Background: an optimization exercise with open tools, aiming at small area. Do not read the settings as production practice. The RTL was checked by simulation tests, not by an equivalence proof against the original design.

Design SignToText, start of the top module:
module SignToText(red_ch,
		  green_ch,
		  blue_ch,
		  palm_height_test,
		  TESTING_SWITCH,
		  sign_value,
		  thumb_status, index_status, middle_status, ring_status, pinky_status,
		  start_of_palm_r, start_of_palm_c,
		  end_of_palm_r, end_of_palm_c,
		  palm_width, palm_height,
		  clk,rst);
==> module FingerIdentification, before the edit <==
module FingerIdentification(object_image,
                            palm_width,
                            palm_height,
                            start_of_palm_r,
                            start_of_palm_c,
                            end_of_palm_r,
                            end_of_palm_c,
                            row_count, col_count, palm_locked,
                            thumb_status,
                            index_status,
                            middle_status,
                            ring_status,
                            pinky_status,
                            rst,clk);
   input       object_image;
   input [7:0] palm_width, palm_height;
   input [7:0] start_of_palm_r, start_of_palm_c;
   input [7:0] end_of_palm_r, end_of_palm_c;
   input [7:0] row_count;
   input [6:0] col_count;
   input       palm_locked;
   input       rst, clk;
   output reg  thumb_status, index_status, middle_status, ring_status, pinky_status;
   reg [7:0] pinky_true, ring_true, middle_true, index_true, thumb_true;
   wire [7:0] w = palm_width, h = palm_height;
   wire [7:0] row = row_count;
   wire [7:0] col = {1'b0, col_count};
   function gt;
      input [7:0] a, b;
      integer i;
      reg c;
      begin
         c = 1'b0;
         for (i = 0; i < 8; i = i + 1)
           c = (a[i] & ~b[i]) | (c & (a[i] | ~b[i]));
         gt = c;
      end
   endfunction
   wire [7:0] box_bottom   = end_of_palm_r + h;
   wire [7:0] box_top      = box_bottom + h;
   wire [7:0] pinky_right  = end_of_palm_c - (w >> 2);
   wire [7:0] pinky_left   = pinky_right + w;
   wire [7:0] ring_left    = pinky_right - 8'd3;
   wire [7:0] index_right  = start_of_palm_c - 8'd12 - w;
   wire [7:0] thumb_right  = start_of_palm_c - 8'd10 - h;
   wire [6:0] sc = start_of_palm_c[6:0];
   wire signed [8:0] d  = {2'b00, col_count} - {2'b00, sc};         
   wire signed [9:0] e  = {d[8], d} - {3'b000, w[7:1]};              
   wire [7:0]        sh = {1'b0, sc} + {1'b0, w[7:1]};               
   wire signed [9:0] dr = {2'b00, row} - {2'b00, start_of_palm_r};   
   wire gt_middle_right = (sc >= 7'd12) && (d >= -9'sd11);
   wire lt_index_left   = (sc <  7'd12) || (d <= -9'sd13);
   wire lt_thumb_left   = (sc <  7'd10) || (d <= -9'sd11);
   wire gt_ring_right   = (sh >= 8'd5)   && (e >= -10'sd4);
   wire lt_middle_left  = (sh <= 8'd11)  || (e <= -10'sd13);
   wire gt_thumb_bottom = dr > 10'sd0;
   wire lt_thumb_top    = (start_of_palm_r < 8'd226) ? (dr < 10'sd30) : (dr < -10'sd226);
   wire active  = palm_locked && (w != 8'd0);
   wire rows4   = active && gt(row, box_bottom) && gt(box_top, row);
   wire pinky_in  = rows4 && gt(col, pinky_right)  && gt(pinky_left, col);
   wire ring_in   = rows4 && gt_ring_right         && gt(ring_left, col);
   wire middle_in = rows4 && gt_middle_right       && lt_middle_left;
   wire index_in  = rows4 && gt(col, index_right)  && lt_index_left;
   wire thumb_in  = active && gt_thumb_bottom && lt_thumb_top &&
                    gt(col, thumb_right) && lt_thumb_left;
   always @(posedge clk) begin
      if (rst) begin
         thumb_status <= 1'b0; index_status <= 1'b0; middle_status <= 1'b0;
         ring_status <= 1'b0;  pinky_status <= 1'b0;
         pinky_true <= 8'd0; ring_true <= 8'd0; middle_true <= 8'd0;
         index_true <= 8'd0; thumb_true <= 8'd0;
      end
      else begin
         if (pinky_in) begin
            if (object_image) pinky_true <= pinky_true + 8'd1;
            if (pinky_true == 8'd201) pinky_status <= 1'b1;
         end
         if (ring_in) begin
            if (object_image) ring_true <= ring_true + 8'd1;
            if (ring_true == 8'd251) ring_status <= 1'b1;
         end
         if (middle_in) begin
            if (object_image) middle_true <= middle_true + 8'd1;
            if (middle_true == 8'd251) middle_status <= 1'b1;
         end
         if (index_in) begin
            if (object_image) index_true <= index_true + 8'd1;
            if (index_true == 8'd251) index_status <= 1'b1;
         end
         if (thumb_in) begin
            if (object_image) thumb_true <= thumb_true + 8'd1;
            if (thumb_true == 8'd251) thumb_status <= 1'b1;
         end
      end
   end
endmodule
export LEC_CHECK = 0
export CAP_MARGIN = 20
export CORE_MARGIN = 2
export CORE_UTILIZATION = 40
export SLEW_MARGIN = 20
create_clock -name core_clock -period 10.0 [get_ports {clk}]
standard.sh (not shown) runs the stock make flow with config.mk's settings and CLKGATE_MAP_FILE= SYNTH_SCRIPT=/design/flow/synth_recipe.tcl, a recipe that flattens the netlist after the stock synthesis.
==> flow/flow/run.sh <==
#!/bin/bash
# Layout flow: the standard synthesis, then an area-oriented re-mapping of the
# combinational logic with ABC (registers untouched: same cells, same names), then
# the standard layout with every port buffered by a buf_1.
set -euo pipefail
WORK=$(pwd)
FLOW=$WORK/flow
R=$WORK/orfs/results/$FLOW_PLATFORM/SignToText/base
LIB=$FLOW_HOME/platforms/$FLOW_PLATFORM/lib/sky130_fd_sc_hd__tt_025C_1v80.lib
YOSYS=yosys
[ -x "$FLOW_HOME/../tools/install/yosys/bin/yosys" ] && YOSYS=$FLOW_HOME/../tools/install/yosys/bin/yosys

# 1. standard synthesis
bash standard.sh synth > $WORK/1_standard_synth.log 2>&1

# 2. re-map the combinational logic
cp $R/1_2_yosys.v $WORK/1_2_yosys_standard.v
python3 $FLOW/libmodels.py $LIB > $WORK/comb_models.v
cat > $WORK/remap.abc <<EOA
&get -n; &st; &deepsyn -T 120; &dch -f; &nf -R 1000 -p -F 10 -A 6; &put
EOA
cat > $WORK/remap.ys <<EOY
read_liberty -lib $LIB
read_verilog -overwrite $WORK/comb_models.v
read_verilog $WORK/1_2_yosys_standard.v
hierarchy -check -top $FLOW_TOP
flatten
techmap
opt -purge
abc -liberty $LIB -dont_use sky130_fd_sc_hd__probe_p_8 -dont_use sky130_fd_sc_hd__probec_p_8 -dont_use *lpflow* -script $WORK/remap.abc
read_liberty -lib -overwrite $LIB
opt_clean -purge
hilomap -singleton -hicell sky130_fd_sc_hd__conb_1 HI -locell sky130_fd_sc_hd__conb_1 LO
splitnets
opt_clean -purge
tee -o $WORK/remap_stat.txt stat -liberty $LIB
check -assert -mapped
write_verilog -noattr -nohex -nodec $WORK/1_2_yosys_remapped.v
EOY
$YOSYS -s $WORK/remap.ys > $WORK/2_remap_yosys.log 2>&1
cp $WORK/1_2_yosys_remapped.v $R/1_2_yosys.v
rm -f $R/1_synth.odb $R/1_synth.sdc

# 3. standard layout from the re-mapped netlist
bash standard.sh BUFFER_PORTS_ARGS="-buffer_cell sky130_fd_sc_hd__buf_1" CTS_ARGS="-sink_clustering_enable -repair_clock_nets -buf_list sky130_fd_sc_hd__clkbuf_8 -dont_use_dummy_load" finish > $WORK/3_standard_layout.log 2>&1
Other scripts of this flow, unchanged in this note and not shown: flow/flow/libmodels.py
Then changed:
--- a/flow/design.v
+++ b/flow/design.v
@@ -449,29 +449,29 @@
          pinky_true <= 8'd0; ring_true <= 8'd0; middle_true <= 8'd0;
          index_true <= 8'd0; thumb_true <= 8'd0;
       end
       else begin
          if (pinky_in) begin
             if (object_image) pinky_true <= pinky_true + 8'd1;
-            if (pinky_true == 8'd201) pinky_status <= 1'b1;
+            if (pinky_true[7] & pinky_true[6] & pinky_true[3] & pinky_true[0]) pinky_status <= 1'b1;
          end
          if (ring_in) begin
             if (object_image) ring_true <= ring_true + 8'd1;
-            if (ring_true == 8'd251) ring_status <= 1'b1;
+            if ((&ring_true[7:3]) & ring_true[1] & ring_true[0]) ring_status <= 1'b1;
          end
          if (middle_in) begin
             if (object_image) middle_true <= middle_true + 8'd1;
-            if (middle_true == 8'd251) middle_status <= 1'b1;
+            if ((&middle_true[7:3]) & middle_true[1] & middle_true[0]) middle_status <= 1'b1;
          end
          if (index_in) begin
             if (object_image) index_true <= index_true + 8'd1;
-            if (index_true == 8'd251) index_status <= 1'b1;
+            if ((&index_true[7:3]) & index_true[1] & index_true[0]) index_status <= 1'b1;
          end
          if (thumb_in) begin
             if (object_image) thumb_true <= thumb_true + 8'd1;
-            if (thumb_true == 8'd251) thumb_status <= 1'b1;
+            if ((&thumb_true[7:3]) & thumb_true[1] & thumb_true[0]) thumb_status <= 1'b1;
          end
       end
    end
 endmodule
 module SignIdentification(thumb_status,
 			  index_status,
After rerunning:
- die area grows by 1.6%
- non-clock buffer count grows by 5
- count of clock-buffer cells in the layout does not change
- core utilization shrinks by 0.36 points
- area after synthesis grows by 1.7%

## re-timing with driven ports
In the flow no input, the clock included, has a driving cell. The finished layouts below were timed again as built, in two steps.
Step 1: set_driving_cell puts a clkbuf_16 on clk and a buf_2 on each other input, an assumption about the parent block.
Step 2 adds t to the input delays and takes it off the output delays; t is the mean of the earliest and latest rising clock arrival at the registers after step 1. Input paths then give back, and output paths get back, about the clock's delay inside the block.
a / b / c = no drivers / after step 1 / after step 2; a / b = the first two.
| run | shift t [ns] | setup WS [ns] | worst hold slack (ns) | worst setup path after step 2 | slew at the worst register clock pin (ns) |
|---|---|---|---|---|---|
| the first run | 0.467 | 2.026 / 2.040 / 1.573 | 0.456 / 0.456 / 0.456 | input to register | 0.08 / 0.08 |
| the second run | 0.472 | 1.796 / 1.815 / 1.343 | 0.451 / 0.451 / 0.451 | input to register | 0.08 / 0.08 |
After both steps setup and hold are still met in every run listed.
